What follows belongs to an exercise in optimizing a design on an open flow for small area, a short achievable clock period and few clock cycles; a production flow would make more cautious choices.
Where RTL was checked, it was by simulation tests only, not by an equivalence proof against the original.
No activity file was given, so power comes from the tool's default toggle rates.

## v12
## Integrate
module Integrate(
input clock,
input reset,enter,
input [7:0]Nin,
input prog_we,
input [4:0]prog_addr,
input [7:0]prog_data,
output halt,
output [7:0]Nout,
output inwait
);
Settings: LEC_CHECK=0, CAP_MARGIN=20, CORE_MARGIN=2, CORE_UTILIZATION=40, SETUP_SLACK_MARGIN=2.0, SLEW_MARGIN=20; clock period 5.0 ns.
run.sh (not shown) runs the stock make flow with config.mk's settings and CLKGATE_MAP_FILE= SYNTH_SCRIPT=/design/flow/synth_recipe.tcl, a recipe that flattens the netlist after the stock synthesis.
The flow did not stop early for v12: all stages ran, and the layout cleared the timing, DRC and antenna checks.
The following lists how v23 was set up differently from v12:
diff --git a/flow/config.mk b/flow/config.mk
--- a/flow/config.mk
+++ b/flow/config.mk
@@ -9,4 +9,4 @@
 export CORE_MARGIN = 2
 export CORE_UTILIZATION = 40
-export SETUP_SLACK_MARGIN = 2.0
+export SETUP_SLACK_MARGIN = 1.5
 export SLEW_MARGIN = 20
Findings:
- Compared v23 vs v12, and average wire length per cell after detail routing is down in v23.
- Comparing the two runs side by side, v23 comes out ahead of v12 on final instance area.
- v23 vs v12 on fraction of the core area covered by cells at the end of the flow: v23 is the lower one.
- Diff v12 and v23: logic depth of the worst setup path including buffers higher in v12
- Wire: v23 routes less than v12
No run of this note included a check of the RTL's function; only the layout flow was run.

job 3557:
Integrate, a different RTL version from the one above (not shown whole).
Size: roughly 1100 cells after synthesis, roughly 320 flip-flops.
export LEC_CHECK = 0
export CAP_MARGIN = 20
export CORE_MARGIN = 2
export CORE_UTILIZATION = 40
export SETUP_SLACK_MARGIN = 2.0
export SLEW_MARGIN = 20
create_clock -name core_clock -period 5.0 [get_ports {clock}]
Testbench counts of job 3557, summed over its fixed seeds: cycles 11,113.
What job 850 does differently from job 3557 at the input level:
-- flow/config.mk --
<<< job 3557, line 10
export CORE_UTILIZATION = 40
export SETUP_SLACK_MARGIN = 2.0
export SLEW_MARGIN = 20
>>> job 850, line 10
export CORE_UTILIZATION = 40
export SETUP_SLACK_MARGIN = 2.8
export SLEW_MARGIN = 20
Results
- Between job 850 and job 3557, the all-layer global routing usage is lower for job 3557.
- Routed length on met2 came out higher on job 850 than on job 3557.
- Job 850 ended up with a higher non-clock buffer count than job 3557 did.
- Source of the critical timing path: prog_addr[2] -> job 3557, XI[6]$_DFFE_PP_ -> job 850
- edfxtp_1 as the slowest cell on the critical path was reported by job 850, and nor2_1 by job 3557.
Changes in job 2976 relative to job 850:
-- flow/config.mk --
<<< job 850, line 10
export CORE_UTILIZATION = 40
export SETUP_SLACK_MARGIN = 2.8
export SLEW_MARGIN = 20
>>> job 2976, line 10
export CORE_UTILIZATION = 40
export SETUP_SLACK_MARGIN = 2.4
export SLEW_MARGIN = 20
Notes after the runs:
The more densely filled core belongs to job 850, not job 2976.
When the final numbers for job 850 and job 2976 were put side by side, the global routing usage on met2 turned out to be smaller in job 2976.
The final reports for job 2976 and job 850 show layout overhead on the synthesized area lower in the former.
Relative to job 850, power after layout has decreased by about 8% in job 2976.
~same worst setup slack in job 850 and job 2976
Job 2976 vs job 850, post-CTS setup buffer count went down by 76.
Job 2976 vs job 850 — placed cell area dropped slightly
When job 2976 is set beside job 850, its number of fill cells in the layout turns out to be 241 larger.
The following lists how job 5137 was set up differently from job 2976:
-- flow/config.mk --
<<< job 2976, line 10
export CORE_UTILIZATION = 40
export SETUP_SLACK_MARGIN = 2.4
>>> job 5137, line 10
export CORE_UTILIZATION = 40
export CTS_BUF_LIST = sky130_fd_sc_hd__clkbuf_4 sky130_fd_sc_hd__clkbuf_8
export SETUP_SLACK_MARGIN = 2.4
## What came out
Setup slack in job 5137 is smaller than in job 2976. Per the comparison of job 5137 with job 2976, synthesis-to-finish area growth went down 1.3 points, transition at the pin with the smallest max-transition slack shows an increase of 0.062 ns, highest clock frequency the design can meet decreased 0.010 GHz.
Input changes introduced in job 2158 (baseline for comparison: job 5137):
-- flow/config.mk --
<<< job 5137, line 10
export CORE_UTILIZATION = 40
export CTS_BUF_LIST = sky130_fd_sc_hd__clkbuf_4 sky130_fd_sc_hd__clkbuf_8
export SETUP_SLACK_MARGIN = 2.4
>>> job 2158, line 10
export CORE_UTILIZATION = 40
export CTS_CLUSTER_DIAMETER = 100
export CTS_CLUSTER_SIZE = 30
export SETUP_SLACK_MARGIN = 2.4
==> comparison <==
- Job 2158 ends up with higher critical path depth in cells than job 5137 does.
- Job 2158: number of standard cells in the layout, taps in and fillers out lower than job 5137
- Power attributed to sequential cells essentially unchanged between job 5137 and job 2158.
- Sequential power share, job 2158 and job 5137: higher on job 2158
- For the proportion of total power due to net switching, job 2158 came in 1.2 points higher than job 5137 did.

The RTL this note starts from:
==> flow/design.v <==
module Integrate(
input clock,
input reset,enter,
input [7:0]Nin,
input prog_we,
input [4:0]prog_addr,
input [7:0]prog_data,
output halt,
output [7:0]Nout,
output inwait
);
reg [7:0] mem [0:31];
reg [4:0] FA;       
reg [4:0] OA;       
reg [7:0] IR;       
reg       iok;      
reg [7:0] XI;       
reg       vX;       
reg [7:0] OPR;      
reg       tk;       
reg       df;       
reg       ok;       
reg       inr;      
reg       started;  
reg [7:0] A;
reg       Z;        
wire [2:0] xop = XI[7:5];
wire [4:0] xa  = XI[4:0];
reg       halt_r, inwait_r;
assign halt   = halt_r;
assign inwait = inwait_r;
assign Nout   = A;
wire stall  = vX & ((xop == 3'd7) | ((xop == 3'd4) & ~(enter & started)));
wire xstore = vX & (xop == 3'd1) & reset;
reg [7:0] An;
reg       Zn;
wire [7:0] axo = A ^ OPR;
wire [7:0] aor = A | OPR;
wire       sum0 = (axo == {aor[6:0], 1'b0});
function [4:0] inc5;
	input [4:0] x;
	inc5 = {x[4] ^ (&x[3:0]), x[3] ^ (&x[2:0]), x[2] ^ (&x[1:0]), x[1] ^ x[0], ~x[0]};
endfunction
wire       xas = vX & ((xop == 3'd2) | (xop == 3'd3));
wire       xin = vX & (xop == 3'd4);
wire       xld = vX & (xop == 3'd0);
reg        Sf;
always @* begin
	Sf = A[7];
	if (vX)
		case (xop)
		3'd0: Sf = OPR[7];
		3'd4: Sf = Nin[7];
		default: ;
		endcase
end
always @* begin
	An = A;
	Zn = Z;
	if (vX)
		case (xop)
		3'd0: begin An = OPR; Zn = (OPR == 8'd0); end
		3'd2: begin An = A + OPR; Zn = sum0; end
		3'd3: begin An = A - OPR; Zn = (A == OPR); end
		3'd4: if (enter & started) begin An = Nin; Zn = (Nin == 8'd0); end
		default: ;
		endcase
end
wire [7:0] Oi    = tk ? OPR : IR;
wire       vO    = tk | iok;
wire       hzn   = vO & (Oi[7:5] == 3'd1) & (Oi[4:0] == FA);
wire       tkn   = vO & ~xas & (((Oi[7:5] == 3'd5) & ~xin & ~xld & Z) | ((Oi[7:5] == 3'd6) & ~Sf));
wire       dfn   = vO & ((xas & ((Oi[7:5] == 3'd5) | (Oi[7:5] == 3'd6))) | ((xin | xld) & (Oi[7:5] == 3'd5)));
wire       mis   = df & ((xop == 3'd5) ? Z : ~A[7]);
wire [4:0] FAn   = tkn ? inc5(Oi[4:0]) : (hzn ? FA : inc5(FA));
wire       wr0 = prog_we && prog_addr == 5'd0;
wire [7:0] w0 = wr0 ? prog_data : mem[0];
wire [7:0] w1 = (prog_we && prog_addr == 5'd1) ? prog_data : mem[1];
wire       cap = prog_we && inr && prog_addr == xa;
wire       ok_n = ~wr0 & (cap | (ok & inr));
wire [7:0] opr_p = cap ? prog_data : OPR;
wire       tk_p = ok_n & ((xop == 3'd5) | (xop == 3'd6));
wire       hz_p = ok_n & (xop == 3'd1) & (xa == 5'd1);
wire [7:0] rdO   = mem[OA];
wire [7:0] rdF   = mem[FA];
wire       fwdO  = xstore && xa == OA;
wire       fwdF  = xstore && xa == FA;
wire       go    = reset & ~mis & ~stall;    
wire       ld    = ~reset;                   
wire       keep  = reset & ~go;              
wire [7:0] IR_d  = (rdF & {8{go & ~fwdF}}) | (A & {8{go & fwdF}})
                 | ((ok_n ? w1 : w0) & {8{ld}}) | (IR & {8{keep}});
wire [7:0] OPR_d = (rdO & {8{go & ~fwdO}}) | (A & {8{go & fwdO}})
                 | (opr_p & {8{ld}}) | (OPR & {8{keep}});
wire [4:0] OA_p  = tk_p ? opr_p[4:0] : ok_n ? w1[4:0] : w0[4:0];
wire       aO    = go & tkn & ~fwdO;
wire       aF    = go & ~tkn & ~fwdF;
wire       aA    = go & (tkn ? fwdO : fwdF);
wire [4:0] OA_d  = (rdO[4:0] & {5{aO}}) | (rdF[4:0] & {5{aF}}) | (A[4:0] & {5{aA}})
                 | (OA_p & {5{ld}}) | (OPR[4:0] & {5{reset & mis}}) | (OA & {5{reset & ~mis & stall}});
wire [4:0] waddr = prog_we ? prog_addr : xa;
wire [7:0] wdata = prog_we ? prog_data : A;
always @(posedge clock)
	if (prog_we | xstore)
		mem[waddr] <= wdata;
always @(posedge clock) begin
	inr <= ~reset;
	IR <= IR_d;
	OPR <= OPR_d;
	OA <= OA_d;
	if (!reset) begin
		ok <= ok_n;
		XI <= w0;
		vX <= ok_n;
		iok <= ~hz_p;
		tk <= tk_p;
		df <= 1'b0;
		FA <= tk_p ? inc5(xa) : (ok_n & ~hz_p) ? 5'd2 : 5'd1;
	end else if (mis) begin
		vX <= 1'b0;
		df <= 1'b0;
		tk <= 1'b1;
		iok <= 1'b1;
		FA <= inc5(xa);
	end else if (!stall) begin
		XI <= Oi;
		vX <= vO;
		iok <= ~hzn;
		tk <= tkn;
		df <= dfn;
		FA <= FAn;
	end
end
always @(posedge clock, negedge reset) begin
	if (!reset) begin
		started <= 1'b0;
		halt_r <= 1'b0;
		inwait_r <= 1'b0;
		A <= 8'd0;
		Z <= 1'b1;
	end else begin
		started <= 1'b1;
		if (mis) begin
			halt_r <= 1'b0;
			inwait_r <= 1'b0;
		end else if (stall) begin
			halt_r <= vX & (xop == 3'd7);
			inwait_r <= vX & (xop == 3'd4);
		end else begin
			halt_r <= vO & (Oi[7:5] == 3'd7);
			inwait_r <= vO & (Oi[7:5] == 3'd4);
		end
		A <= An;
		Z <= Zn;
	end
end
endmodule
export LEC_CHECK = 0
export CAP_MARGIN = 20
export CORE_MARGIN = 2
export CORE_UTILIZATION = 40
export CTS_CLUSTER_DIAMETER = 100
export CTS_CLUSTER_SIZE = 26
export SETUP_SLACK_MARGIN = 2.2
export SLEW_MARGIN = 20
create_clock -name core_clock -period 5.0 [get_ports {clock}]
standard.sh (not shown) runs the stock make flow with config.mk's settings and CLKGATE_MAP_FILE= SYNTH_SCRIPT=/design/flow/synth_recipe.tcl, a recipe that flattens the netlist after the stock synthesis.
==> flow/flow/run.sh <==
#!/bin/bash
# The standard layout, with two resizer settings changed: gates may be resized
# to any drive strength (not only within one footprint), and the port buffers
# are plain buf_2 cells.  Each tool's output is in the ORFS logs under orfs/;
# make's own output goes to standard.log.
bash standard.sh MATCH_CELL_FOOTPRINT=0 "BUFFER_PORTS_ARGS=-buffer_cell sky130_fd_sc_hd__buf_2" finish > standard.log 2>&1
The starting point passed the timing, DRC and antenna checks.
Testbench counts at the start, summed over its fixed seeds: cycles 11,140.
Edit:
==> flow/run.sh (new file) <==
#!/bin/bash
# synth_recipe.tcl (not shown) runs the flow's synth.tcl, then flattens the netlist and writes it again
# the make line also repeats each setting of config.mk as NAME=value (left out here)
make -C /OpenROAD-flow-scripts/flow DESIGN_CONFIG=/design/flow/config.mk WORK_HOME=/design/flow/orfs CLKGATE_MAP_FILE= SYNTH_SCRIPT=/design/flow/synth_recipe.tcl finish
Settings changed: SETUP_SLACK_MARGIN 2.2 to 2.6.
removed: flow/flow/run.sh
removed: flow/standard.sh
After rerunning:
- count of clock-buffer cells in the layout rises by 8
- power rises by 12%
- via count rises by 4.7%
- wire length rises by 6.2%
- core utilization rises by 5.4 points
- non-clock buffer count rises by 109
- worst hold slack degrades by 0.14 ns
- final area rises by 12%
- first-iteration DRC count falls by 15%
- critical path depth rises by 2
Edit:
Settings changed: SETUP_SLACK_MARGIN 2.6 to 2.4.
=> The new run completed with no timing, DRC or antenna violations. Synthesized cell count does not change. Routed wire length goes down by about 3.6%. Critical path depth goes down by 2. Die area does not change.
Edit:
Settings changed: CORE_UTILIZATION 40 to 50, CTS_CLUSTER_SIZE 26 to 24.
What happened: The changed run passed the timing, DRC and antenna checks; setup slack improved by 0.025 ns; cell count shrinks by 4.4%; wire length grows by 1.5%; power grows by 0.96%; core utilization grows by 12 points; first-iteration DRC count shrinks by 7.9%.
Edit:
Settings changed: CORE_UTILIZATION 50 to 40, CTS_CLUSTER_SIZE 24 to 26, SETUP_SLACK_MARGIN 2.4 to 2.8.
Count of clock-buffer cells in the layout is lower by 4.
Synthesized cell count stays the same.
Flip-flop and latch count stays the same.
Sequential share of layout area decreases by 4.3 points.
Final area climbs by 10%.
Routed wire length is higher by 4.2%.
Worst setup slack improves by 0.022 ns.

== quartz ==
Starts from the design.v that is shown in full above.
Settings: LEC_CHECK=0, CAP_MARGIN=20, CORE_MARGIN=2, CORE_UTILIZATION=40, CTS_CLUSTER_DIAMETER=100, CTS_CLUSTER_SIZE=26, SETUP_SLACK_MARGIN=2.4, SLEW_MARGIN=20; clock period 5.0 ns.
==> flow/flow/run.sh <==
#!/bin/bash
# The standard layout, with two resizer settings changed: gates may be resized
# to any drive strength (not only within one footprint), and the port buffers
# are plain buf_2 cells.  Each tool's output is in the ORFS logs under orfs/;
# make's own output goes to standard.log.
bash standard.sh MATCH_CELL_FOOTPRINT=0 "BUFFER_PORTS_ARGS=-buffer_cell sky130_fd_sc_hd__buf_2" finish > standard.log 2>&1
Testbench counts of quartz, summed over its fixed seeds: cycles 11,140.
Changes in nickel relative to quartz:
Settings: SETUP_SLACK_MARGIN: 2.4 -> 2.6.
Findings:
The cell area in nickel was higher than what quartz gave. nickel vs quartz — combinational power share rose 2.4 points. nickel has more setup slack than quartz. nickel finished every stage and its layout cleared the timing, DRC and antenna checks. Largest net degree at the start of global routing (quartz / nickel): 0.900. nickel — final clock period utilization by the worst path 0.65 points lower, quartz as reference. There was hardly any difference in number of antenna violations at the first check in global routing between nickel and quartz. In nickel the portion of total power attributed to the clock network turned out 1.4 points lower than in quartz. Between nickel and quartz, the via count normalized by instance count figures differ only marginally.
Changes in indigo relative to nickel:
Settings: SETUP_SLACK_MARGIN: 2.6 -> 2.4; CORE_UTILIZATION: 40 -> 45.
==> flow/run.sh (new file) <==
#!/bin/bash
# synth_recipe.tcl (not shown) runs the flow's synth.tcl, then flattens the netlist and writes it again
# the make line also repeats each setting of config.mk as NAME=value (left out here)
make -C /OpenROAD-flow-scripts/flow DESIGN_CONFIG=/design/flow/config.mk WORK_HOME=/design/flow/orfs CLKGATE_MAP_FILE= SYNTH_SCRIPT=/design/flow/synth_recipe.tcl finish
removed: flow/flow/run.sh
removed: flow/standard.sh
## What came out
nickel -> indigo: length of routed met2 wiring increased slightly. Number of buffers inserted by post-CTS setup repair was lower in the run labelled nickel. Of nickel and indigo, the lower layout filler cell count belongs to indigo. Area of the multi-input gates: nickel and indigo compared, lower one is indigo. indigo went all the way through synthesis, placement and routing and the layout is clean on timing, DRC and antenna. Re tightest hold margin: indigo is 0.16 ns up on nickel. Max achievable frequency across nickel and indigo: nickel. nickel has higher count of standard-cell rows than indigo.

## sierra
Another version of the RTL of Integrate (not shown whole).
Size: ~1200 cells after synthesis, ~320 flip-flops, roughly 35 I/O pins, roughly 17000 um2 of cells after synthesis.
clock: 5.0 ns
lec_check: 0
cap_margin: 20
core_margin: 2
core_utilization: 40
setup_slack_margin: 2.5
slew_margin: 20
run.sh (not shown) runs the stock make flow with config.mk's settings and CLKGATE_MAP_FILE= SYNTH_SCRIPT=/design/flow/synth_recipe.tcl, a recipe that flattens the netlist after the stock synthesis.
Stock flow here: none of the scripts above is used.
Setup changes, sierra to lagoon
diff --git a/flow/config.mk b/flow/config.mk
--- a/flow/config.mk
+++ b/flow/config.mk
@@ -10,3 +10,3 @@
 export CORE_UTILIZATION = 40
-export SETUP_SLACK_MARGIN = 2.5
+export SETUP_SLACK_MARGIN = 2.0
 export SLEW_MARGIN = 20
### Flow results
lagoon vs sierra: fraction of power consumed by the clock network up in lagoon. On lagoon: pre-CTS setup slack is 0.15 ns lower than what sierra gave. Where worst setup slack is concerned, sierra is better than lagoon. Total CTS buffers (lower): lagoon. Post-CTS repair timing setup buffer count down 43% in lagoon wrt sierra. Relative to sierra, lagoon improves power. Going from sierra to lagoon, the relative area of clock buffers and inverters in the final design was found to have gone up by 0.43 points. Delta (lagoon minus sierra): worst hold margin grew by 0.073 ns; final critical delay including setup and external delays grew by 0.014 ns. Compared with sierra, lagoon shows a fraction of standard cell area in multi-input logic that is 1.5 points lower. Looking at critical path startpoint, the OPR[0] result is from lagoon; the OPR[3] one comes from sierra.
No run of this note included a check of the RTL's function; only the layout flow was run.

## afterwards: timing with drivers on the ports
No port has a modelled driver above. Below, the same layouts with a new extraction and two added sets of constraints.
Step 1: set_driving_cell puts a clkbuf_16 on clock and a buf_2 on each other input, an assumption about the parent block.
Step 2 times the ports against the registers' clock, not the clock port: input delays grow and output delays shrink by t, the midpoint of the rising clock arrivals with the driver on.
a / b / c = ideal ports / drivers / drivers and shift; a / b = the first two.
| run | t (ns) | slack for setup (ns) | worst hold slack (ns) | latest minus earliest clock arrival (ns) | worst register clock-pin slew, ns |
|---|---|---|---|---|---|
| v12 | 0.600 | 1.936 / 1.936 / 1.453 | 0.544 / 0.518 / 0.621 | 0.026 / 0.026 | 0.06 / 0.06 |
| v23 | 0.593 | 1.543 / 1.543 / 1.042 | 0.594 / 0.570 / 0.600 | 0.022 / 0.022 | 0.06 / 0.06 |
| job 3557 | 0.584 | 2.012 / 2.042 / 1.458 | 0.485 / 0.485 / 0.485 | 0.019 / 0.020 | 0.07 / 0.07 |
| job 850 | 0.589 | 2.352 / 2.298 / 1.859 | 0.515 / 0.515 / 0.515 | 0.029 / 0.029 | 0.06 / 0.06 |
| job 2976 | 0.611 | 2.349 / 2.289 / 1.801 | 0.482 / 0.472 / 0.482 | 0.028 / 0.027 | 0.07 / 0.07 |
| job 5137 | 0.669 | 2.277 / 2.237 / 1.697 | 0.408 / 0.383 / 0.483 | 0.037 / 0.036 | 0.07 / 0.07 |
| job 2158 | 0.589 | 2.319 / 2.271 / 1.797 | 0.487 / 0.487 / 0.487 | 0.045 / 0.045 | 0.12 / 0.12 |
| the first run of note 3 | 0.579 | 2.157 / 2.157 / 1.718 | 0.478 / 0.452 / 0.478 | 0.033 / 0.033 | 0.11 / 0.11 |
| the second run of note 3 | 0.585 | 2.337 / 2.337 / 1.885 | 0.340 / 0.308 / 0.512 | 0.051 / 0.052 | 0.11 / 0.11 |
| the third run of note 3 | 0.585 | 2.371 / 2.371 / 1.830 | 0.488 / 0.488 / 0.488 | 0.031 / 0.031 | 0.11 / 0.11 |
| the fourth run of note 3 | 0.582 | 2.396 / 2.373 / 1.837 | 0.501 / 0.501 / 0.501 | 0.044 / 0.044 | 0.11 / 0.11 |
| the fifth run of note 3 | 0.583 | 2.418 / 2.313 / 1.731 | 0.405 / 0.415 / 0.507 | 0.035 / 0.035 | 0.11 / 0.11 |
| quartz | 0.591 | 2.416 / 2.383 / 1.791 | 0.310 / 0.271 / 0.500 | 0.033 / 0.033 | 0.12 / 0.12 |
| nickel | 0.581 | 2.448 / 2.285 / 1.704 | 0.346 / 0.347 / 0.495 | 0.034 / 0.034 | 0.11 / 0.11 |
| indigo | 0.570 | 2.362 / 2.377 / 1.812 | 0.508 / 0.508 / 0.508 | 0.033 / 0.034 | 0.11 / 0.11 |
| sierra | 0.608 | 1.923 / 1.923 / 1.406 | 0.471 / 0.439 / 0.562 | 0.025 / 0.026 | 0.07 / 0.07 |
| lagoon | 0.605 | 1.909 / 1.883 / 1.358 | 0.544 / 0.534 / 0.544 | 0.019 / 0.019 | 0.06 / 0.06 |
After both steps every run listed still meets setup and hold. For nickel, which loses most, drivers alone change the setup slack by -0.163 ns; drivers and shift together by -0.744 ns.
